Source: an optimization exercise on an open RTL-to-GDS flow (aim: small area). Production flows keep margins and buffers that such runs may drop. Where RTL was checked, it was by simulation tests only, not by an equivalence proof against the original. Only the layout flow was run in run 6; the RTL was not checked for function there. Power and IR drop assume default switching activity.

==> design/flow/config.mk <==
export PLATFORM = sky130hd
export DESIGN_NAME = Datapath
export DESIGN_NICKNAME = Datapath
export VERILOG_FILES = /design/flow/design.v
export SDC_FILE = /design/flow/constraint.sdc
export NUM_CORES = 4
export LEC_CHECK = 0
export ABC_AREA = 1
export CAP_MARGIN = 20
export CORE_MARGIN = 2
export CORE_UTILIZATION = 40
export PLACE_DENSITY = 0.85
export SLEW_MARGIN = 20
==> design/flow/constraint.sdc <==
create_clock -name core_clock -period 8.5 [get_ports {clk}]
set_input_delay 1.7000 -clock core_clock [delete_from_list [all_inputs] [get_ports {clk}]]
set_output_delay 1.7000 -clock core_clock [all_outputs]
set_load 0.01 [all_outputs]
==> design/flow/design.v <==
module regfile(
    input  wire        clk,
    input  wire        rst,
    input  wire        wr,
    input  wire [1:0]  addr1,
    input  wire [1:0]  addr2,
    input  wire [1:0]  addr3,
    input  wire [31:0] data3,
    output wire [31:0] data1,
    output wire [31:0] data2
);
    localparam [31:0] C0 = 32'h12345678;
    localparam [31:0] C1 = 32'h9ABCDEF0;
    localparam [31:0] C2 = 32'hFFFFFFFF;
    localparam [31:0] C3 = 32'h00000001;
    reg [31:0] register [0:3];
    wire [31:0] keep = {32{~rst}};
    wire [31:0] load = {32{rst}};
    always @(posedge clk) begin
        register[0] <= (register[0] & keep) | (C0 & load);
        register[1] <= (register[1] & keep) | (C1 & load);
        register[2] <= (register[2] & keep) | (C2 & load);
        register[3] <= (register[3] & keep) | (C3 & load);
        if (wr)
            register[addr3] <= data3;
    end
    wire [3:0] s1 = 4'b0001 << addr1;
    wire [3:0] s2 = 4'b0001 << addr2;
    wire [31:0] r0 = register[0];
    wire [31:0] r1 = register[1];
    wire [31:0] r2 = register[2];
    wire [31:0] r3 = register[3];
    assign data1 = ({32{s1[0]}} & r0) | ({32{s1[1]}} & r1) |
                   ({32{s1[2]}} & r2) | ({32{s1[3]}} & r3);
    assign data2 = ({32{s2[0]}} & r0) | ({32{s2[1]}} & r1) |
                   ({32{s2[2]}} & r2) | ({32{s2[3]}} & r3);
endmodule
module ALU(
    input  wire [31:0] A,
    input  wire [31:0] B,
    input  wire [2:0]  ALUControl,
    output wire [31:0] Result,
    output wire        Zero
);
    wire op_add = (ALUControl == 3'b000);
    wire op_sub = (ALUControl == 3'b001);
    wire op_and = (ALUControl == 3'b010);
    wire op_xor = (ALUControl == 3'b011);
    wire op_slt = (ALUControl == 3'b101);
    wire inv    = op_sub | op_slt;       
    wire arith  = op_add | op_sub;
    wire en_s   = arith | op_xor;        
    wire [31:0] p  = A ^ B ^ {32{inv}};
    wire [31:0] g  = A & ~p & {32{~op_xor}};
    wire [7:0] bg, bp;
    assign bg[0] = (g[3]) |
                   (p[3] & g[2]) |
                   (p[3] & p[2] & g[1]) |
                   (p[3] & p[2] & p[1] & g[0]);
    assign bp[0] = &p[3:0];
    assign bg[1] = (g[7]) |
                   (p[7] & g[6]) |
                   (p[7] & p[6] & g[5]) |
                   (p[7] & p[6] & p[5] & g[4]);
    assign bp[1] = &p[7:4];
    assign bg[2] = (g[11]) |
                   (p[11] & g[10]) |
                   (p[11] & p[10] & g[9]) |
                   (p[11] & p[10] & p[9] & g[8]);
    assign bp[2] = &p[11:8];
    assign bg[3] = (g[15]) |
                   (p[15] & g[14]) |
                   (p[15] & p[14] & g[13]) |
                   (p[15] & p[14] & p[13] & g[12]);
    assign bp[3] = &p[15:12];
    assign bg[4] = (g[19]) |
                   (p[19] & g[18]) |
                   (p[19] & p[18] & g[17]) |
                   (p[19] & p[18] & p[17] & g[16]);
    assign bp[4] = &p[19:16];
    assign bg[5] = (g[23]) |
                   (p[23] & g[22]) |
                   (p[23] & p[22] & g[21]) |
                   (p[23] & p[22] & p[21] & g[20]);
    assign bp[5] = &p[23:20];
    assign bg[6] = (g[27]) |
                   (p[27] & g[26]) |
                   (p[27] & p[26] & g[25]) |
                   (p[27] & p[26] & p[25] & g[24]);
    assign bp[6] = &p[27:24];
    assign bg[7] = (g[31]) |
                   (p[31] & g[30]) |
                   (p[31] & p[30] & g[29]) |
                   (p[31] & p[30] & p[29] & g[28]);
    assign bp[7] = &p[31:28];
    wire cb0 = bg[0] | (bp[0] & inv);
    wire pg1 = bg[1] | (bp[1] & cb0);
    wire pg2 = bg[3] | (bp[3] & bg[2]);
    wire pp2 = bp[3] & bp[2];
    wire pg3 = bg[5] | (bp[5] & bg[4]);
    wire pp3 = bp[5] & bp[4];
    wire pg4 = bg[7] | (bp[7] & bg[6]);
    wire pp4 = bp[7] & bp[6];
    wire pg5 = bg[2] | (bp[2] & pg1);
    wire pg6 = pg2 | (pp2 & pg1);
    wire pg7 = bg[6] | (bp[6] & pg3);
    wire pp7 = bp[6] & pp3;
    wire pg8 = pg4 | (pp4 & pg3);
    wire pp8 = pp4 & pp3;
    wire pg9 = bg[4] | (bp[4] & pg6);
    wire pg10 = pg3 | (pp3 & pg6);
    wire pg11 = pg7 | (pp7 & pg6);
    wire pg12 = pg8 | (pp8 & pg6);
    wire [32:0] c;
    assign c[0] = inv;
    assign c[1] = g[0] | (p[0] & c[0]);
    assign c[2] = g[1] | (p[1] & c[1]);
    assign c[3] = g[2] | (p[2] & c[2]);
    assign c[4] = cb0;
    assign c[5] = g[4] | (p[4] & c[4]);
    assign c[6] = g[5] | (p[5] & c[5]);
    assign c[7] = g[6] | (p[6] & c[6]);
    assign c[8] = pg1;
    assign c[9] = g[8] | (p[8] & c[8]);
    assign c[10] = g[9] | (p[9] & c[9]);
    assign c[11] = g[10] | (p[10] & c[10]);
    assign c[12] = pg5;
    assign c[13] = g[12] | (p[12] & c[12]);
    assign c[14] = g[13] | (p[13] & c[13]);
    assign c[15] = g[14] | (p[14] & c[14]);
    assign c[16] = pg6;
    assign c[17] = g[16] | (p[16] & c[16]);
    assign c[18] = g[17] | (p[17] & c[17]);
    assign c[19] = g[18] | (p[18] & c[18]);
    assign c[20] = pg9;
    assign c[21] = g[20] | (p[20] & c[20]);
    assign c[22] = g[21] | (p[21] & c[21]);
    assign c[23] = g[22] | (p[22] & c[22]);
    assign c[24] = pg10;
    assign c[25] = g[24] | (p[24] & c[24]);
    assign c[26] = g[25] | (p[25] & c[25]);
    assign c[27] = g[26] | (p[26] & c[26]);
    assign c[28] = pg11;
    assign c[29] = g[28] | (p[28] & c[28]);
    assign c[30] = g[29] | (p[29] & c[29]);
    assign c[31] = g[30] | (p[30] & c[30]);
    assign c[32] = pg12;
    wire [31:0] sum = p ^ c[31:0];
    wire less = ~c[32];                  
    assign Result = ({32{en_s}} & sum) | ({32{op_and}} & g) |
                    {31'b0, op_slt & less};
    assign Zero = ~|Result;
endmodule
module Datapath(
    input  wire           clk,
    input  wire           rst,
    input  wire           wr,
    input  wire [2:0]     ALUControl,
    input  wire [1:0]     addr1,
    input  wire [1:0]     addr2,
    input  wire [1:0]     addr3,
    output wire           Zero,
    output wire [31:0]    Result
);
    wire [31:0] data1;
    wire [31:0] data2;
    regfile rf (
        .clk(clk), .rst(rst), .wr(wr),
        .addr1(addr1), .addr2(addr2), .addr3(addr3),
        .data3(Result), .data1(data1), .data2(data2)
    );
    ALU alu_unit (
        .A(data1), .B(data2), .ALUControl(ALUControl),
        .Result(Result), .Zero(Zero)
    );
endmodule
==> design/flow/flow/run.sh <==
#!/bin/bash
# Own flow: the standard synthesis, then its combinational logic re-mapped
# by ABC with an area-oriented script (flip-flops untouched), then the
# standard layout steps from floorplan to finish.
set -euo pipefail
W=$PWD
R=$W/orfs/results/$FLOW_PLATFORM/Datapath/base
LIB=$FLOW_HOME/platforms/$FLOW_PLATFORM/lib/sky130_fd_sc_hd__tt_025C_1v80.lib

bash standard.sh synth > $W/synth_standard.log 2>&1
cp $R/1_2_yosys.v $W/synth_standard.v

DONTUSE=$(sed -n '/DONT_USE_CELLS +=/,/^#/p' $FLOW_HOME/platforms/$FLOW_PLATFORM/config.mk \
    | grep -o 'sky130_fd_sc_hd__[a-z0-9_]*' | sed 's/^/-dont_use /' | tr '\n' ' ')
sed -e "s#@IN@#$W/synth_standard.v#" -e "s#@OUT@#$W/synth_remap.v#" -e "s#@LIB@#$LIB#g" \
    -e "s#@ABC@#$W/flow/remap.abc#" -e "s#@DONTUSE@#$DONTUSE#" $W/flow/remap.ys > $W/remap_run.ys
yosys -q -l $W/remap.log $W/remap_run.ys > /dev/null 2>&1

cp $W/synth_remap.v $R/1_2_yosys.v
rm -f $R/1_synth.odb
bash standard.sh synth > $W/synth_odb.log 2>&1
bash standard.sh REMOVE_ABC_BUFFERS=1 \
    "BUFFER_PORTS_ARGS=-buffer_cell sky130_fd_sc_hd__buf_1" \
    "CTS_ARGS=-sink_clustering_enable -repair_clock_nets -root_buf sky130_fd_sc_hd__clkbuf_16 -buf_list sky130_fd_sc_hd__clkbuf_4 -dont_use_dummy_load" \
    finish > $W/layout.log 2>&1
==> design/flow/flow/remap.abc <==
strash
&get -n
&dch -f
&nf -R 1000 -C 32
&put
topo
stime -c
==> design/flow/flow/remap.ys <==
# Re-map the combinational logic of the standard synthesis netlist with a
# different ABC script; the flip-flops (kept as black boxes) and their
# names are left exactly as the standard synthesis made them.
read_verilog @IN@
read_liberty -overwrite -ignore_miss_func @LIB@
setattr -mod -set blackbox 1 sky130_fd_sc_hd__df* sky130_fd_sc_hd__edf* sky130_fd_sc_hd__sdf* sky130_fd_sc_hd__sedf*
hierarchy -top Datapath
flatten
opt_clean -purge
abc -liberty @LIB@ @DONTUSE@ -script @ABC@
read_liberty -lib -overwrite -ignore_miss_func @LIB@
opt_clean -purge
splitnets
opt_clean -purge
hilomap -singleton -hicell sky130_fd_sc_hd__conb_1 HI -locell sky130_fd_sc_hd__conb_1 LO
insbuf -buf sky130_fd_sc_hd__buf_4 A X
check -assert
stat -liberty @LIB@
select Datapath
write_verilog -noattr -nohex -nodec -selected @OUT@
==> design/flow/standard.sh <==
#!/bin/bash
# synth_recipe.tcl (not shown) runs the flow's synth.tcl, then flattens the netlist and writes it again
# the make line also repeats each setting of config.mk as NAME=value (left out here)
make -C /OpenROAD-flow-scripts/flow DESIGN_CONFIG=/design/flow/config.mk WORK_HOME=/design/flow/orfs CLKGATE_MAP_FILE= SYNTH_SCRIPT=/design/flow/synth_recipe.tcl "${@:-finish}"
==> results of run 1 <==
==> metal layers <==
metal,GRT usage (%),wire [µm],vias to the layer above
met3,7.164,3277,109
met5,0,0,-
li1,-,-,3507
met1,32.75,9454,3594
met4,14.91,1175,0
met2,40.59,10890,558
==> layout make-up <==
type / instances / area share (%)
multi-input cells: 723 / 53.93
diodes: 1 / 0.03064
clock buffers: 17 / 1.777
flip-flops and latches: 128 / 31.38
well taps: 225 / 3.447
inverters: 34 / 1.563
repair buffers: 106 / 7.875
==> through the flow <==
step	hold slack, ns	setup TNS (ns)
finish	0.4827	0
global route	0.5026	-0.05607
CTS	0.4852	0
detailed placement	0.4688	-0.07436
global placement	0.4554	0
floorplan	0.4408	0
==> power by group through the flow <==
stage	Combinational, mW	Sequential (mW)	Clock [mW]
after floorplan	0.484	0.705	0
after detailed placement	0.722	0.719	0
after global placement	0.707	0.715	0
after global routing	0.848	0.714	0.332
after CTS	0.732	0.706	0.307
final	0.782	0.708	0.305
==> how the worst max path moves through the flow <==
stage | startpoint | to | slack (ns) | depth (start not counted)
final | addr2[1] | Zero | 0.19 | 25
after global routing | addr1[1] | Zero | -0.06 | 23
after CTS | addr1[1] | Zero | 0.06 | 23
after detailed placement | addr1[1] | Zero | -0.07 | 25
after global placement | addr1[1] | Zero | 0.02 | 25
after floorplan | addr2[1] | Zero | 0.07 | 23
==> cell usage in the layout (no fill, tap or decap), types with 10 or more instances in the layout <==
cell and instances:
nand2_1 150, dfxtp_1 128, nor2_1 108, a21oi_1 73, a222oi_1 64, o21ai_0 63
buf_4 61, xnor2_1 60, buf_1 44, clkinv_1 32, a21boi_0 25, clkbuf_4 16
xor2_1 14, nand3_1 13, nor3_1 13, a22o_1 12, o22a_1 12, a22oi_1 11
nand2b_1 10
==> critical path: stages <==
cell and delay [ns]:
buf_1 0.13, and2_1 0.30, buf_4 0.22, a222oi_1 0.35
a21boi_0 0.27, xnor2_1 0.21, xor2_1 0.30, nand2_1 0.08
nor2_1 0.25, nand2_1 0.16, nand3_1 0.16, a21oi_4 0.06
o31ai_4 0.32, and2_1 0.24, o21ai_0 0.12, nand2_1 0.14
a21oi_1 0.09, xnor2_1 0.14, a22oi_1 0.28, clkinv_1 0.14
nor4_1 0.20, buf_4 0.17, nand4_1 0.13, nor3_1 0.21
buf_1 0.19
==> timing repair <==
action / in CTS / in global routing
endpoints found under the setup margin: 1 / 5
pin swaps: 0 / 3
buffers inserted: 0 / 3
gates resized for setup: 3 / 32
==> results_dict.tcl, run 1 <==
set metrics [dict create \
    crit_fanout 7 \
    synth.avg_cell_area_um2 7.828 \
    largest_register_ffs 128 \
    synthToLayoutAreaGrowth_pct 13.77 \
    p_comb_share_pct 43.6 \
    grtUsageTotal_pct 26.19 \
    period_share_pct 97.72 \
    startpoint_type "input pin" \
    cts-root-buf "clkbuf_16" \
    wl_um 24800 \
    setup_viol 0 \
    dp.cells 1213 \
    clkPwrFrac_pct 17.0 \
    hold_path.startpoint "rf.register[3][9]$_DFF_P_" \
    worstMarginPinSlew_ns 1.114 \
    worst_slack_ns 0.1938 \
    p_sw_share_pct 40.15 \
    start_util_pct 41.21 \
    synthCells 917 \
    clock_skew_ns 0.03329 \
    fin_cells 1234 \
    insertion_delay_ns 0.38 \
    fmax_mhz 120.4 \
    relSlewSlack_pct 25.71 \
    first_pass_iters 11 \
    p_leak_nw 2.996 \
    worst_setup_path_end_kind "output port" \
    multi_input_area_um2 4404 \
    switchingPower_mw 0.7207 \
    drv_slew 0 \
    synthesis.area_um2 7178 \
    die_w_um 138.0 \
    cp.arrival_ns 6.61 \
    hold_violations 0 \
    nFillCells 1686 \
    p_int_mw 1.074 \
    gr-total-overflow 0 \
    io_pins 45 \
    grt_pass1_vias 7576 \
    die_area_um2 19030 \
    gp_congestion 0.9129 \
    cts_buffers 17 \
    viasPerCell 6.295 \
    holdPathEnd "rf.register[3][9]$_DFF_P_" \
    final_util_pct 46.89 \
    power_mw 1.795 \
    dp_hpwl_um 15940 \
    path_class "in2out" \
    place_area_um2 7868 \
    wl_per_cell_um 20.10 \
    core_area_um2 17420 \
    cellPowerDensity_nw_per_um2 219.8 \
    port_buffers 44 \
    fin_crit_ns 8.306 \
    drc 0 \
    maxCapViolCount 0 \
    min_path_type "reg2reg" \
    reg2reg_to "rf.register[3][31]$_DFF_P_" \
    clkTransAtPathRegs_ns 0.08 \
    drt_iter0_drc 1299 \
    cts_tree "yes" \
    pre_cts_ws_ns -0.07436 \
    ant_nets 0 \
    cts.sinks 128 \
    status "complete, no violations" \
    grt_max_degree 33 \
    r2r_setup_slack_ns 3.85 \
    regMostFlops "rf.register" \
    ys_warn_count 1 \
    ir_worst_vdd_mv 0.08243 \
    drive_gt1_share_pct 11.01 \
    grt_antenna_before_repair 0 \
    grt_pass1_wl_um 38580 \
    pwr-share-seq_pct 39.4 \
    worstRegToRegCells 25 \
    final_net_count 1022 \
    rr_startpoint "rf.register[3][0]$_DFF_P_" \
    die_h_um 138.0 \
    required_ns 6.80 \
    route.vias.total 7768 \
    design_area_um2 8167 \
    largestRegisters "rf.register (128)" \
    rows 48 \
    cts_buffer_depth 2 \
    seq_area_um2 2562 \
    htreeDepth 4 \
    ctsHoldBuffers 0 \
    holdPathStages 2 \
]
==> run 2: changes to the inputs <==
--- a/design/flow/config.mk
+++ b/design/flow/config.mk
@@ -11,3 +11,2 @@
 export CORE_UTILIZATION = 40
-export PLACE_DENSITY = 0.85
 export SLEW_MARGIN = 20
==> run 2 against run 1 <==
  * Still clean on timing, DRC and antenna
  * Synthesized area did not move
  * Hold slack got worse by 0.0035 ns
  * Count of clock-buffer cells in the layout did not move
  * Global-route usage rose by 0.65 points
  * Final cell count barely moved
  * Register-to-register slack improved by 0.14 ns
  * Highest routed layer unchanged
==> results_dict.tcl, run 2 <==
set metrics [dict create \
    status "complete, no violations" \
    drt_iter0_drc 915 \
    die_h_um 138.0 \
    clkPwrFrac_pct 17.6 \
    hold_slack_ns 0.4793 \
    final_net_count 1022 \
    hold_path.startpoint "rf.register[1][16]$_DFF_P_" \
    drc 0 \
    cellPowerDensity_nw_per_um2 217.9 \
    grt_max_degree 32 \
    cts_buffer_depth 2 \
    clock_skew_ns 0.03091 \
    cts_buffers 17 \
    maxCapViolCount 0 \
    drv_slew 0 \
    ir_worst_vdd_mv 0.1019 \
    critPathTopFamily "compound AO/OA/AOI/OAI gates" \
    grt_pass1_vias 6802 \
    required_ns 6.80 \
    max_stage_delay_ns 0.34 \
    rows 48 \
    grtUsageTotal_pct 26.85 \
    ctsHoldBuffers 0 \
    gp_congestion 0.9535 \
    layout_common_cells "150 x nand2_1, 128 x dfxtp_1, 109 x nor2_1" \
    path_class "in2out" \
    fmax_mhz 123.1 \
    worst_setup_path_end_kind "output port" \
    synth.avg_cell_area_um2 7.828 \
    route.vias.total 7431 \
    regMostFlops "rf.register" \
    start_util_pct 41.21 \
    r2r_setup_slack_ns 3.99 \
    first_pass_iters 6 \
    critPathBufInv 4 \
    cts_tree "yes" \
    p_sw_share_pct 39.83 \
    core_area_um2 17420 \
    dp.cells 1215 \
    grt_pass1_wl_um 38280 \
    startpoint_type "input pin" \
    dp_hpwl_um 16580 \
    synthToLayoutAreaGrowth_pct 13.46 \
    wl_um 24910 \
    worstRegToRegCells 25 \
    drive_gt1_share_pct 10.12 \
    insertion_delay_ns 0.39 \
    wl_per_cell_um 20.20 \
    p_leak_nw 2.980 \
    crit_slowest_cell "a222oi_1" \
    gr-total-overflow 0 \
    largestRegisters "rf.register (128)" \
    die_area_um2 19030 \
    ys_warn_count 1 \
    final_common_cell "nand2_1" \
    p_int_mw 1.068 \
    period_share_pct 95.56 \
    setup_viol 0 \
    worstMarginPinSlew_ns 1.191 \
    clkTransAtPathRegs_ns 0.08 \
    cp.arrival_ns 6.42 \
    pre_cts_ws_ns -0.02976 \
    seq_area_um2 2562 \
    multi_input_area_um2 4347 \
    reg2reg_to "rf.register[3][31]$_DFF_P_" \
    die_w_um 138.0 \
    antenna_cells 0 \
    fin_tns_setup_ns 0 \
    switchingPower_mw 0.7066 \
    largest_register_ffs 128 \
    cts.sinks 128 \
    port_buffers 44 \
    fin_cells 1233 \
    min_path_type "reg2reg" \
    worst_slack_ns 0.3778 \
    crit_fanout 4 \
    rr_startpoint "rf.register[3][0]$_DFF_P_" \
    pwr-share-seq_pct 39.9 \
    io_pins 45 \
    nFillCells 1798 \
    htreeDepth 4 \
    fin_crit_ns 8.122 \
    synthCells 917 \
    cts-root-buf "clkbuf_16" \
    viasPerCell 6.027 \
    holdPathEnd "rf.register[1][16]$_DFF_P_" \
    holdPathStages 2 \
    hold_violations 0 \
    synthesis.area_um2 7178 \
    grt_antenna_before_repair 0 \
    relSlewSlack_pct 20.62 \
    ant_nets 0 \
    p_comb_share_pct 42.5 \
]
[run 2: power by group through the flow]
stage / registers, mW / clock network, mW / logic [mW]
detailed placement: 0.720 / 0 / 0.723
finish: 0.708 / 0.313 / 0.754
CTS: 0.706 / 0.315 / 0.729
global placement: 0.719 / 0 / 0.720
global route: 0.715 / 0.343 / 0.826
floorplan: 0.705 / 0 / 0.484
[run 2: stage by stage]
step / cell area, µm² / power (mW) / utilization, %
floorplan: 6938 / 1.190 / -
global placement: 7915 / 1.439 / 45.45
detailed placement: 7915 / 1.442 / 45.45
CTS: 8066 / 1.751 / 46.31
global route: 8144 / 1.884 / 46.76
finish: 8144 / 1.774 / 46.76
[run 2: worst min-delay path, delay by kind of cell (launching register included)]
family / cells / cell delay [ns]
flip-flops: 1 / 0.35
AO/OA/AOI/OAI: 1 / 0.06
AND/OR/NAND/NOR: 1 / 0.05
[run 2: worst max-delay path by stage]
stage	start	endpoint	slack [ns]	depth (start not counted)
2_1_floorplan	addr2[1]	Zero	0.07	23
3_3_place_gp	addr1[1]	Zero	0.07	25
3_5_place_dp	addr1[1]	Zero	-0.03	25
4_1_cts	addr1[1]	Zero	0.06	23
5_1_grt	addr1[1]	Zero	-0.0009	23
6_report	addr1[1]	Zero	0.38	25
[run 2: routing by layer]
layer / part of all wire [%] / global-route usage (%) / vias up / wire length [µm]
met1: 43 / 35.84 / 3487 / 10820
met2: 45 / 42.27 / 382 / 11150
met3: 9.4 / 6.762 / 54 / 2337
met4: 2.4 / 9.070 / 0 / 604
li1: - / - / 3508 / -
met5: 0 / 0 / - / 0
[run 2: cell type report]
cell class | count | area share, %
sequential | 128 | 31.46
inverter | 34 | 1.567
tap | 225 | 3.457
multi-input combinational | 723 | 53.37
clock buffer | 17 | 1.782
timing repair buffer | 106 | 8.358
[run 2: timing repair]
action	4_1_cts	5_1_grt
pin swaps	0	2
gates resized for setup	1	17
setup endpoints to repair	1	4
setup buffers	0	1
==> run 3: changes to the inputs <==
--- a/design/flow/config.mk
+++ b/design/flow/config.mk
@@ -11,2 +11,3 @@
 export CORE_UTILIZATION = 40
+export PLACE_DENSITY = 0.75
 export SLEW_MARGIN = 20
==> run 3 against run 2 <==
  * Global-route usage fell by 0.47 points
  * Combinational power rose by 0.5%
  * Still clean on timing, DRC and antenna
  * Design area fell by 0.51%
  * Via count rose by 1.1%
  * Highest routed layer unchanged
  * Register-to-register slack improved by 0.04 ns
  * Final cell count barely moved
  * Count of clock-buffer cells in the layout did not move
==> results_dict.tcl, run 3 <==
set metrics [dict create \
    status "complete, no violations" \
    route.vias.total 7511 \
    regMostFlops "rf.register" \
    largest_register_ffs 128 \
    period_share_pct 96.08 \
    fin_tns_setup_ns 0 \
    grt_antenna_before_repair 0 \
    rows 48 \
    grt_max_degree 33 \
    p_comb_share_pct 42.8 \
    ys_warn_count 1 \
    min_path_type "reg2reg" \
    clkTransAtPathRegs_ns 0.06 \
    cts_tree "yes" \
    dp_hpwl_um 16480 \
    grt_pass1_wl_um 38180 \
    setup_viol 0 \
    largestRegisters "rf.register (128)" \
    place_area_um2 7878 \
    drive_gt1_share_pct 9.713 \
    io_pins 45 \
    clkPwrFrac_pct 17.2 \
    dp.cells 1215 \
    final_common_cell "nand2_1" \
    p_sw_share_pct 39.76 \
    synthToLayoutAreaGrowth_pct 12.88 \
    antenna_cells 0 \
    pwr-share-seq_pct 40.0 \
    die_w_um 138.0 \
    crit_fanout 32 \
    p_int_mw 1.066 \
    die_h_um 138.0 \
    final_net_count 1023 \
    drt_iter0_drc 1072 \
    fmax_mhz 122.4 \
    relSlewSlack_pct 25.72 \
    wl_um 24670 \
    drc 0 \
    worst_setup_path_end_kind "output port" \
    die_area_um2 19030 \
    cts_buffers 17 \
    grt_pass1_vias 7254 \
    grtUsageTotal_pct 26.38 \
    synthCells 917 \
    required_ns 6.80 \
    design_area_um2 8103 \
    gp_congestion 0.9217 \
    start_util_pct 41.21 \
    ant_nets 0 \
    core_area_um2 17420 \
    synthesis.area_um2 7178 \
    cts-root-buf "clkbuf_16" \
    port_buffers 44 \
    layout_common_cells "149 x nand2_1, 128 x dfxtp_1, 108 x nor2_1" \
    cts.sinks 128 \
    startpoint_type "input pin" \
    p_leak_nw 2.958 \
    htreeDepth 4 \
    ir_worst_vdd_mv 0.09042 \
    fin_crit_ns 8.167 \
    viasPerCell 6.087 \
    drv_slew 0 \
    rsz0062_at_grt "false" \
    wl_per_cell_um 19.99 \
    hold_violations 0 \
    first_pass_iters 6 \
    cts_buffer_depth 2 \
    maxCapViolCount 0 \
    final_util_pct 46.52 \
    cp.arrival_ns 6.47 \
    path_class "in2out" \
    worstMarginPinSlew_ns 1.103 \
    synth.avg_cell_area_um2 7.828 \
    insertion_delay_ns 0.39 \
    clock_skew_ns 0.04832 \
    gr-total-overflow 0 \
    hold_slack_ns 0.4792 \
    fin_cells 1234 \
    switchingPower_mw 0.7035 \
    cellPowerDensity_nw_per_um2 218.4 \
]
## run 3: what timing repair did
action,4_1_cts,5_1_grt
hold buffers,0,0
gates resized for setup,0,14
setup buffers,0,2
endpoints found under the setup margin,0,4
## run 3: stage by stage
stage | power, mW | worst slack [ns]
final | 1.770 | 0.3332
after global routing | 1.874 | 0.006339
after CTS | 1.744 | 0.07148
after global placement | 1.432 | 0.2785
after floorplan | 1.190 | 0.07351
after detailed placement | 1.441 | 0.08199
## run 3: area by class of cell
cell class                 count  area, µm²
inverter                      34      127.6
timing repair buffer         107      650.6
sequential                   128       2562
clock buffer                  17      145.1
fill                        1802       9314
tap                          225      281.5
multi-input combinational    723       4335
## run 3: final timing paths
path	slack [ns]	cells after the start	start	end
max	0.33	24	addr2[1]	Zero
max reg2reg	4.03	25	rf.register[3][0]$_DFF_P_	rf.register[3][31]$_DFF_P_
min	0.48	2	rf.register[3][19]$_DFF_P_	rf.register[3][19]$_DFF_P_
min reg2reg	0.48	2	rf.register[3][19]$_DFF_P_	rf.register[3][19]$_DFF_P_
## run 3: power groups by stage
stage | combinational, mW | clock [mW] | sequential (mW)
global placement | 0.715 | 0 | 0.717
detailed placement | 0.722 | 0 | 0.720
floorplan | 0.484 | 0 | 0.705
CTS | 0.726 | 0.312 | 0.706
global route | 0.826 | 0.334 | 0.715
finish | 0.758 | 0.304 | 0.708
## run 3: per-layer routing
metal / vias to the layer above / part of all wire (%) / wire [µm] / track usage (%)
met1: 3511 / 41 / 10090 / 32.32
met5: - / 0 / 0 / 0
li1: 3509 / - / - / -
met4: 0 / 3.9 / 969 / 15.65
met2: 416 / 45 / 11070 / 41.67
met3: 75 / 10 / 2541 / 6.835
## run 3: critical path, stage by stage
cell and delay [ns]:
buf_1 0.14, and2_1 0.21, buf_12 0.18, a222oi_1 0.37, a21boi_0 0.28, xnor2_1 0.27, xor2_1 0.30, nand2_1 0.08
nor2_1 0.23, nand2_1 0.09, nand3_1 0.15, a21oi_4 0.06, nor2_1 0.20, a21oi_1 0.13, o21bai_1 0.21, a21oi_1 0.13
o21ai_0 0.27, xnor2_1 0.10, a21oi_1 0.25, clkinv_1 0.20, nor4_2 0.34, nand3_1 0.12, nor3_2 0.24, buf_1 0.18
==> run 4: changes to the inputs <==
--- a/design/flow/config.mk
+++ b/design/flow/config.mk
@@ -11,2 +11,3 @@
 export CORE_UTILIZATION = 40
+export GPL_ROUTABILITY_DRIVEN = 0
 export PLACE_DENSITY = 0.75
==> run 4 against run 3 <==
  * Setup slack got worse by 0.065 ns
  * Hold slack improved by 0.0049 ns
  * Largest cell class unchanged
  * Clock power barely moved
  * Flip-flop and latch count did not move
  * Final cell count barely moved
  * Critical path depth fell by 3
  * Critical path type unchanged
  * Via count rose by 1.3%
==> results_dict.tcl, run 4 <==
set metrics [dict create \
    worstMarginPinSlew_ns 1.129 \
    met3_length_um 2817 \
    clock_skew_ns 0.04549 \
    first_pass_iters 9 \
    grt_pass1_wl_um 38610 \
    drt_iter0_drc 1311 \
    cellPowerDensity_nw_per_um2 218.0 \
    holdPathStages 2 \
    rows 48 \
    synthCells 917 \
    ctsHoldBuffers 0 \
    crit_fanout 14 \
    relSlewSlack_pct 23.93 \
    grt_max_degree 32 \
    final_common_cell "nand2_1" \
    viasPerCell 6.173 \
    io_pins 45 \
    gr-total-overflow 0 \
    wl_met2_um 10690 \
    ant_nets 0 \
    dp_hpwl_um 16280 \
    route.vias.total 7611 \
    design_area_um2 8127 \
    fmax_mhz 121.5 \
    final_util_pct 46.66 \
    power_mw 1.772 \
    drc 0 \
    die_h_um 138.0 \
    drv_slew 0 \
    die_w_um 138.0 \
    synthesis.area_um2 7178 \
    worst_setup_path_end_kind "output port" \
    p_leak_nw 2.974 \
    ir_worst_vdd_mv 0.08672 \
    cts-root-buf "clkbuf_16" \
    drive_gt1_share_pct 10.22 \
    fin_crit_ns 8.232 \
    setup_viol 0 \
    regMostFlops "rf.register" \
    cts_buffer_depth 2 \
    startpoint_type "input pin" \
    synthToLayoutAreaGrowth_pct 13.21 \
    layout_common_cells "149 x nand2_1, 128 x dfxtp_1, 108 x nor2_1" \
    grt_antenna_before_repair 0 \
    insertion_delay_ns 0.39 \
    path_class "in2out" \
    period_share_pct 96.85 \
    highest_layer "met4" \
    wl_um 24580 \
    final_net_count 1022 \
    worstRegToRegCells 21 \
    maxCapViolCount 0 \
    die_area_um2 19030 \
    cts_tree "yes" \
    start_util_pct 41.21 \
    synth.avg_cell_area_um2 7.828 \
    clkTransAtPathRegs_ns 0.06 \
    cts_buffers 17 \
    ys_warn_count 1 \
    min_path_type "reg2reg" \
    r2r_setup_slack_ns 3.97 \
    cp.arrival_ns 6.53 \
    largest_register_ffs 128 \
    drt-met1-wl_um 9692 \
    cts.sinks 128 \
    required_ns 6.80 \
    place_area_um2 7870 \
    grtUsageTotal_pct 26.63 \
    htreeDepth 4 \
    status "complete, no violations" \
    largestRegisters "rf.register (128)" \
    antenna_cells 0 \
    grt_pass1_vias 7276 \
    hold_violations 0 \
    core_area_um2 17420 \
    wl_per_cell_um 19.94 \
    port_buffers 44 \
]
-- run 4: cell types whose count changed in the layout (fill, tap and decap cells not counted), sizes merged --
cell  change
buf       -1
-- run 4: area by class of cell --
cell class	instances	area, µm²
timing repair buffer	106	643.1
tap	225	281.5
inverter	34	127.6
sequential	128	2562
fill	1745	9290
clock buffer	17	145.1
multi-input combinational	723	4367
-- run 4: layer usage --
layer	track usage, %	up-vias
li1	-	3507
met5	0	-
met2	40.29	472
met1	32.96	3510
met4	16.33	0
met3	8.370	122
-- run 4: final timing paths --
kind | from | endpoint
worst min-delay path | rf.register[0][19]$_DFF_P_ | rf.register[0][19]$_DFF_P_
worst max register to register | rf.register[3][0]$_DFF_P_ | rf.register[0][23]$_DFF_P_
worst max-delay path | addr2[0] | Zero
worst min register to register | rf.register[0][19]$_DFF_P_ | rf.register[0][19]$_DFF_P_
-- run 4: report_power, final --
group,leakage [nW],internal [mW],switching [mW],total [mW]
combinational,1.84,0.299,0.456,0.755
sequential,1.05,0.660,0.0495,0.709
clock,0.0859,0.109,0.198,0.307
total,2.97,1.07,0.703,1.77
-- run 4: worst max-delay path, stage by stage --
cell	delay, ns
buf_1	0.16
nor2b_2	0.25
buf_4	0.27
a222oi_1	0.13
a21boi_1	0.17
and2_0	0.17
or3_1	0.42
nand2_1	0.13
nor2_2	0.06
or3_1	0.36
a31oi_1	0.32
clkinv_1	0.17
or4_1	0.57
nor3_1	0.21
nand3_1	0.16
nor4_1	0.32
nand3_1	0.13
nor4_2	0.27
nand3_1	0.13
nor3_2	0.23
buf_1	0.18
-- run 4: through the flow --
| stage | hold WS (ns) | setup TNS, ns | setup slack [ns] | std cells |
|---|---|---|---|---|
| 2_1_floorplan | 0.4408 | 0 | 0.07351 | 885 |
| 3_3_place_gp | 0.4587 | 0 | 0.05554 | 1214 |
| 3_5_place_dp | 0.4653 | -0.1465 | -0.1465 | 1214 |
| 4_1_cts | 0.4825 | 0 | 0.06283 | 1231 |
| 5_1_grt | 0.5074 | -0.07908 | -0.07908 | 1233 |
| 6_report | 0.4841 | 0 | 0.2681 | 1233 |
-- run 4: what timing repair did --
action                                  CTS  global route
setup buffers                             0             2
resized for setup                         3            21
endpoints found under the setup margin    1             2
pin swaps                                 0             4
==> run 5: changes to the inputs <==
--- a/design/flow/flow/run.sh
+++ b/design/flow/flow/run.sh
@@ -23,3 +23,3 @@
     "BUFFER_PORTS_ARGS=-buffer_cell sky130_fd_sc_hd__buf_1" \
-    "CTS_ARGS=-sink_clustering_enable -repair_clock_nets -root_buf sky130_fd_sc_hd__clkbuf_16 -buf_list sky130_fd_sc_hd__clkbuf_4 -dont_use_dummy_load" \
+    "CTS_ARGS=-sink_clustering_enable -repair_clock_nets -root_buf sky130_fd_sc_hd__clkbuf_8 -buf_list sky130_fd_sc_hd__clkbuf_4 -dont_use_dummy_load" \
     finish > $W/layout.log 2>&1
--- a/design/flow/config.mk
+++ b/design/flow/config.mk
@@ -11,3 +11,2 @@
 export CORE_UTILIZATION = 40
-export GPL_ROUTABILITY_DRIVEN = 0
 export PLACE_DENSITY = 0.75
==> run 5 against run 4 <==
  * Sequential power is essentially flat
  * Count of clock-buffer cells in the layout is the same
  * Via count shrank 0.74%
  * Register-to-register slack gained 0.04 ns
  * Power shrank 0.79%
  * First-iteration DRC count shrank 22%
  * Utilization shrank 0.20 points
  * Routed wire length grew 0.21%
  * Design area shrank 0.43%
  * Synthesized cell count is the same
  * Fmax grew 1.1%
  * Flip-flop and latch count is the same
  * Critical path type unchanged
  * Highest routed layer unchanged
==> results_dict.tcl, run 5 <==
set metrics [dict create \
    status "complete, no violations" \
    synthCells 917 \
    r2r_setup_slack_ns 4.01 \
    drt_iter0_drc 1029 \
    grtUsageTotal_pct 26.47 \
    hold_slack_ns 0.4788 \
    insertion_delay_ns 0.46 \
    p_leak_nw 2.953 \
    rsz0062_at_grt "false" \
    viasPerCell 6.122 \
    route.vias.total 7555 \
    drv_slew 0 \
    ys_warn_count 1 \
    die_w_um 138.0 \
    clock_skew_ns 0.04934 \
    final_common_cell "nand2_1" \
    antenna_cells 0 \
    critPathTopFamily "simple AND/OR/NAND/NOR gates" \
    met1_usage_pct 32.50 \
    ir_worst_vdd_mv 0.09138 \
    setup_viol 0 \
    ctsHoldBuffers 0 \
    regMostFlops "rf.register" \
    period_share_pct 95.75 \
    synthesis.area_um2 7178 \
    grt_pass1_vias 7240 \
    relSlewSlack_pct 27.18 \
    path_class "in2out" \
    nFillCells 1804 \
    min_path_type "reg2reg" \
    grt_pass1_wl_um 38250 \
    cpMostUsedCell "nand3_1" \
    rows 48 \
    cts_buffer_depth 2 \
    cts_buffers 17 \
    max_stage_delay_ns 0.60 \
    grt_most_used_layer "met2" \
    gr-total-overflow 0 \
    worstMarginPinSlew_ns 1.081 \
    startpoint_type "input pin" \
    worst_slack_ns 0.3610 \
    use_met3_pct 7.529 \
    grt_antenna_before_repair 0 \
    layout_common_cells "149 x nand2_1, 128 x dfxtp_1, 108 x nor2_1" \
    cellPowerDensity_nw_per_um2 217.2 \
    grt_max_degree 33 \
    largest_register_ffs 128 \
    clkTransAtPathRegs_ns 0.06 \
    pre_cts_ws_ns 0.08199 \
    port_buffers 44 \
    synth.avg_cell_area_um2 7.828 \
    cts.sinks 128 \
    largestRegisters "rf.register (128)" \
    wl_per_cell_um 19.96 \
    crit_fanout 5 \
    synthToLayoutAreaGrowth_pct 12.72 \
    fin_crit_ns 8.139 \
    maxCapViolCount 0 \
    gp_congestion 0.9217 \
    crit_chain "buf_1 -> nor2_2 -> a222oi_1 -> nand2_1 -> xnor2_2 -> nor2_1 -> a211oi_1 -> a21o_1 -> a21oi_1 -> nor2_2 -> a32o_1 -> and2_1 -> o31a_1 -> clkinv_1 -> or4_1 -> nor3_1 -> nand3_1 -> nor4_2 -> nand3_1 -> nor4_2 -> nand3_1 -> nor3_2 -> buf_1" \
    crit_slowest_cell "or4_1" \
    wl_um 24630 \
    core_area_um2 17420 \
    worst_setup_path_end_kind "output port" \
    ant_nets 0 \
    drive_gt1_share_pct 9.713 \
    start_util_pct 41.21 \
    cts-root-buf "clkbuf_8" \
    fin_tns_setup_ns 0 \
    cp.arrival_ns 6.44 \
    io_pins 45 \
    drc 0 \
    final_net_count 1023 \
    htreeDepth 4 \
    cts_tree "yes" \
    required_ns 6.80 \
    first_pass_iters 6 \
    met2_usage_pct 41.56 \
    die_area_um2 19030 \
    dp_hpwl_um 16480 \
    fmax_mhz 122.9 \
    hold_violations 0 \
    die_h_um 138.0 \
    critPathBufInv 3 \
]
[run 5: area by class of cell]
cell class / count / area, µm² / share of cell area [%]
multi-input cells: 723 / 4335 / 53.58
flip-flops and latches: 128 / 2562 / 31.67
repair buffers: 107 / 650.6 / 8.041
well taps: 225 / 281.5 / 3.479
clock buffers: 17 / 133.9 / 1.655
inverters: 34 / 127.6 / 1.577
[run 5: per-stage QoR]
step	utilization, %	instance area [µm²]	std cells	power (mW)
2_1_floorplan	-	6938	885	1.190
3_3_place_gp	45.23	7878	1215	1.432
3_5_place_dp	45.23	7878	1215	1.441
4_1_cts	46.00	8011	1232	1.732
5_1_grt	46.46	8092	1234	1.865
6_report	46.46	8092	1234	1.758
[run 5: worst paths after layout]
path / startpoint / end / depth (start not counted)
min reg2reg: rf.register[3][19]$_DFF_P_ / rf.register[3][19]$_DFF_P_ / 2
max: addr2[1] / Zero / 23
max reg2reg: rf.register[3][0]$_DFF_P_ / rf.register[3][31]$_DFF_P_ / 25
min: rf.register[3][19]$_DFF_P_ / rf.register[3][19]$_DFF_P_ / 2
[run 5: what timing repair did]
action                     4_1_cts  5_1_grt
buffers inserted                 0        2
gates resized for setup          0       14
setup endpoints to repair        0        4
[run 5: metal layers]
| metal | share of wire [%] | up-vias |
|---|---|---|
| li1 | - | 3519 |
| met1 | 40 | 3511 |
| met2 | 44 | 429 |
| met3 | 11 | 96 |
| met4 | 4.3 | 0 |
| met5 | 0 | - |
[run 5: power breakdown]
part	switching [mW]	internal, mW	total [mW]
combinational	0.459	0.297	0.756
clock	0.195	0.0976	0.293
sequential	0.0486	0.660	0.709
[run 5: worst register-to-register path, stage by stage (launching register included)]
cell      delay [ns]
dfxtp_1         0.37
a222oi_1        0.31
nand2_1         0.16
xnor2_2         0.24
nor2_1          0.07
a211oi_1        0.30
a21o_1          0.16
a21oi_1         0.10
nor2_2          0.16
a32o_1          0.16
and2_1          0.21
a21oi_4         0.10
o31ai_4         0.22
nand4_1         0.14
nand2_2         0.14
a31oi_1         0.14
nor2_1          0.17
nor2_1          0.08
nor2_1          0.14
nor2_1          0.08
nor2_1          0.16
nor2_1          0.08
xnor2_1         0.14
o22ai_1         0.13
buf_4           0.19
a22o_1          0.24
==> run 6: changes to the inputs <==
--- a/design/flow/design.v
+++ b/design/flow/design.v
@@ -97,18 +97,8 @@
     wire pg1 = bg[1] | (bp[1] & cb0);
-    wire pg2 = bg[3] | (bp[3] & bg[2]);
-    wire pp2 = bp[3] & bp[2];
-    wire pg3 = bg[5] | (bp[5] & bg[4]);
-    wire pp3 = bp[5] & bp[4];
-    wire pg4 = bg[7] | (bp[7] & bg[6]);
-    wire pp4 = bp[7] & bp[6];
-    wire pg5 = bg[2] | (bp[2] & pg1);
-    wire pg6 = pg2 | (pp2 & pg1);
-    wire pg7 = bg[6] | (bp[6] & pg3);
-    wire pp7 = bp[6] & pp3;
-    wire pg8 = pg4 | (pp4 & pg3);
-    wire pp8 = pp4 & pp3;
-    wire pg9 = bg[4] | (bp[4] & pg6);
-    wire pg10 = pg3 | (pp3 & pg6);
-    wire pg11 = pg7 | (pp7 & pg6);
-    wire pg12 = pg8 | (pp8 & pg6);
+    wire pg2 = bg[2] | (bp[2] & pg1);
+    wire pg3 = bg[3] | (bp[3] & pg2);
+    wire pg4 = bg[4] | (bp[4] & pg3);
+    wire pg5 = bg[5] | (bp[5] & pg4);
+    wire pg6 = bg[6] | (bp[6] & pg5);
+    wire pg7 = bg[7] | (bp[7] & pg6);
     wire [32:0] c;
@@ -126,3 +116,3 @@
     assign c[11] = g[10] | (p[10] & c[10]);
-    assign c[12] = pg5;
+    assign c[12] = pg2;
     assign c[13] = g[12] | (p[12] & c[12]);
@@ -130,3 +120,3 @@
     assign c[15] = g[14] | (p[14] & c[14]);
-    assign c[16] = pg6;
+    assign c[16] = pg3;
     assign c[17] = g[16] | (p[16] & c[16]);
@@ -134,3 +124,3 @@
     assign c[19] = g[18] | (p[18] & c[18]);
-    assign c[20] = pg9;
+    assign c[20] = pg4;
     assign c[21] = g[20] | (p[20] & c[20]);
@@ -138,3 +128,3 @@
     assign c[23] = g[22] | (p[22] & c[22]);
-    assign c[24] = pg10;
+    assign c[24] = pg5;
     assign c[25] = g[24] | (p[24] & c[24]);
@@ -142,3 +132,3 @@
     assign c[27] = g[26] | (p[26] & c[26]);
-    assign c[28] = pg11;
+    assign c[28] = pg6;
     assign c[29] = g[28] | (p[28] & c[28]);
@@ -146,3 +136,3 @@
     assign c[31] = g[30] | (p[30] & c[30]);
-    assign c[32] = pg12;
+    assign c[32] = pg7;
     wire [31:0] sum = p ^ c[31:0];
--- a/design/flow/flow/run.sh
+++ b/design/flow/flow/run.sh
@@ -23,3 +23,3 @@
     "BUFFER_PORTS_ARGS=-buffer_cell sky130_fd_sc_hd__buf_1" \
-    "CTS_ARGS=-sink_clustering_enable -repair_clock_nets -root_buf sky130_fd_sc_hd__clkbuf_8 -buf_list sky130_fd_sc_hd__clkbuf_4 -dont_use_dummy_load" \
+    "CTS_ARGS=-sink_clustering_enable -repair_clock_nets -root_buf sky130_fd_sc_hd__clkbuf_16 -buf_list sky130_fd_sc_hd__clkbuf_4 -dont_use_dummy_load" \
     finish > $W/layout.log 2>&1
--- a/design/flow/config.mk
+++ b/design/flow/config.mk
@@ -11,3 +11,2 @@
 export CORE_UTILIZATION = 40
-export PLACE_DENSITY = 0.75
 export SLEW_MARGIN = 20
==> run 6 against run 5 <==
  * Critical path type unchanged
  * Sequential power barely moved
  * Count of clock-buffer cells in the layout stayed put
  * Global-route usage grew 0.60 points
  * Now fails the layout checks on negative setup slack
==> results_dict.tcl, run 6 <==
set metrics [dict create \
    worstMarginPinSlew_ns 0.9917 \
    final_net_count 1015 \
    critPathBufInv 7 \
    setup_viol 2 \
    grt_pass1_vias 7049 \
    wl_um 25220 \
    largest_register_ffs 128 \
    status "complete, but fails checks" \
    drive_gt1_share_pct 21.48 \
    rows 48 \
    period_share_pct 102.4 \
    path_class "in2out" \
    cts-root-buf "clkbuf_16" \
    io_pins 45 \
    grt_pass1_wl_um 38450 \
    maxCapViolCount 0 \
    synth.avg_cell_area_um2 8.520 \
    worst_setup_path_end_kind "output port" \
    worst_slack_ns -0.2006 \
    grt_antenna_before_repair 1 \
    synthToLayoutAreaGrowth_pct 24.98 \
    cts_tree "yes" \
    die_h_um 136.9 \
    regMostFlops "rf.register" \
    critPathTopFamily "compound AO/OA/AOI/OAI gates" \
    crit_slowest_cell "o41ai_4" \
    synthesis.area_um2 7063 \
    core_area_um2 17300 \
    die_w_um 136.9 \
    hold_path.startpoint "rf.register[1][29]$_DFF_P_" \
    pre_cts_ws_ns -0.8622 \
    cts.sinks 128 \
    start_util_pct 40.83 \
    gr-total-overflow 0 \
    use_met3_pct 6.333 \
    min_path_type "reg2reg" \
    met1_usage_pct 34.73 \
    port_buffers 44 \
    hold_violations 0 \
    ant_nets 0 \
    grt_max_degree 22 \
    startpoint_type "input pin" \
    cellPowerDensity_nw_per_um2 222.0 \
    route.vias.total 7436 \
    first_pass_iters 9 \
    die_area_um2 18740 \
    cts_buffer_depth 2 \
    met2_usage_pct 44.03 \
    place_area_um2 8220 \
    layout_common_cells "135 x buf_4, 129 x nand2_1, 128 x dfxtp_1" \
    drv_slew 0 \
    gp_congestion 0.9422 \
    relSlewSlack_pct 33.64 \
    crit_fanout 4 \
    worstSetupStartpoint "addr1[1]" \
    cp.arrival_ns 7.00 \
    wl_per_cell_um 20.56 \
    max_stage_delay_ns 0.39 \
    fmax_mhz 114.9 \
    drc 0 \
    rsz0062_at_grt "true" \
    htreeDepth 4 \
    dp_hpwl_um 16800 \
    drt_iter0_drc 989 \
    grt_most_used_layer "met2" \
    synthCells 829 \
    required_ns 6.80 \
    viasPerCell 6.060 \
    rr_startpoint "rf.register[3][0]$_DFF_P_" \
    nFillCells 1705 \
    clkTransAtPathRegs_ns 0.09 \
    cts_buffers 17 \
    final_common_cell "buf_4" \
    design_area_um2 8827 \
    insertion_delay_ns 0.39 \
    ir_worst_vdd_mv 0.1155 \
    p_leak_nw 3.411 \
    final_util_pct 51.03 \
    largestRegisters "rf.register (128)" \
    so_faults "negative setup slack" \
    ys_warn_count 1 \
    clock_skew_ns 0.03550 \
    grtUsageTotal_pct 27.06 \
    fin_crit_ns 8.701 \
]
run 6: area by class of cell:
cell class | instances | area (µm²) | area share [%]
diodes | 1 | 2.502 | 0.02835
clock buffers | 17 | 145.1 | 1.644
inverters | 25 | 93.84 | 1.063
multi-input cells | 644 | 4419 | 50.06
flip-flops and latches | 128 | 2562 | 29.03
well taps | 225 | 281.5 | 3.189
repair buffers | 187 | 1323 | 14.98
run 6: worst min-delay path, stage by stage (launching register included):
cell     delay [ns]
dfxtp_1        0.35
nand2_1        0.05
o21ai_0        0.06
run 6: metal layers:
layer,routed length (µm),vias to the layer above,part of all wire [%]
met3,2026,67,8.0
met5,0,-,0
met2,11580,370,46
li1,-,3484,-
met1,10790,3515,43
met4,823,0,3.3
run 6: per-stage QoR:
stage	hold WS, ns	instances	setup TNS, ns	total power, mW
after floorplan	0.4369	797	-9.851	1.206
after global placement	0.4524	1190	-2.290	1.535
after detailed placement	0.4660	1190	-3.273	1.541
after CTS	0.4863	1227	-0.3722	1.896
after global routing	0.5052	1227	-1.343	2.066
final	0.4854	1227	-0.2138	1.959
run 6: final timing paths:
check / to / slack (ns) / cells after the start
setup / recovery: Zero / -0.20 / 30
hold / removal: rf.register[1][29]$_DFF_P_ / 0.49 / 2
setup reg to reg: rf.register[2][30]$_DFF_P_ / 3.11 / 27
hold reg to reg: rf.register[1][29]$_DFF_P_ / 0.49 / 2
run 6: power by group:
part	switching, mW	internal [mW]
Combinational	0.492	0.443
Sequential	0.0503	0.661
Clock	0.203	0.109
run 6: timing repair:
action | 4_1_cts | 5_1_grt
buffers inserted | 20 | 7
endpoints found under the setup margin | 9 | 10
hold buffers | 0 | 0
gates resized for setup | 33 | 51
pin swaps | 22 | 23

[re-timing with driven ports]
How much do the figures lean on ideal ports? The routed layouts below were timed once more, with nothing changed but the port constraints. Step 1 sets driving cells, clkbuf_16 on the clock port and buf_2 on the other inputs (assumed; they add their load-dependent delay and slew). Step 2 also shifts input and output timing later by t, the mid clock arrival at the registers, as if the neighbouring blocks saw the same clock. Slacks: no drivers / after step 1 / after step 2; pairs: no drivers / after step 1.
run	t (ns)	setup slack, ns	worst register clock-pin slew, ns	pins driven straight from the clock port
run 1	0.412	0.194 / 0.164 / 0.164	0.11 / 0.11	1
run 2	0.419	0.378 / 0.358 / 0.358	0.11 / 0.11	1
run 3	0.413	0.333 / 0.296 / 0.296	0.12 / 0.12	1
run 4	0.409	0.268 / 0.166 / 0.166	0.12 / 0.12	1
run 5	0.474	0.361 / 0.318 / 0.318	0.12 / 0.12	1
run 6	0.416	-0.201 / -0.239 / -0.239	0.12 / 0.12	1
The setup slack of run 4, which loses most, moves by -0.102 ns with the drivers and by -0.102 ns with both steps.
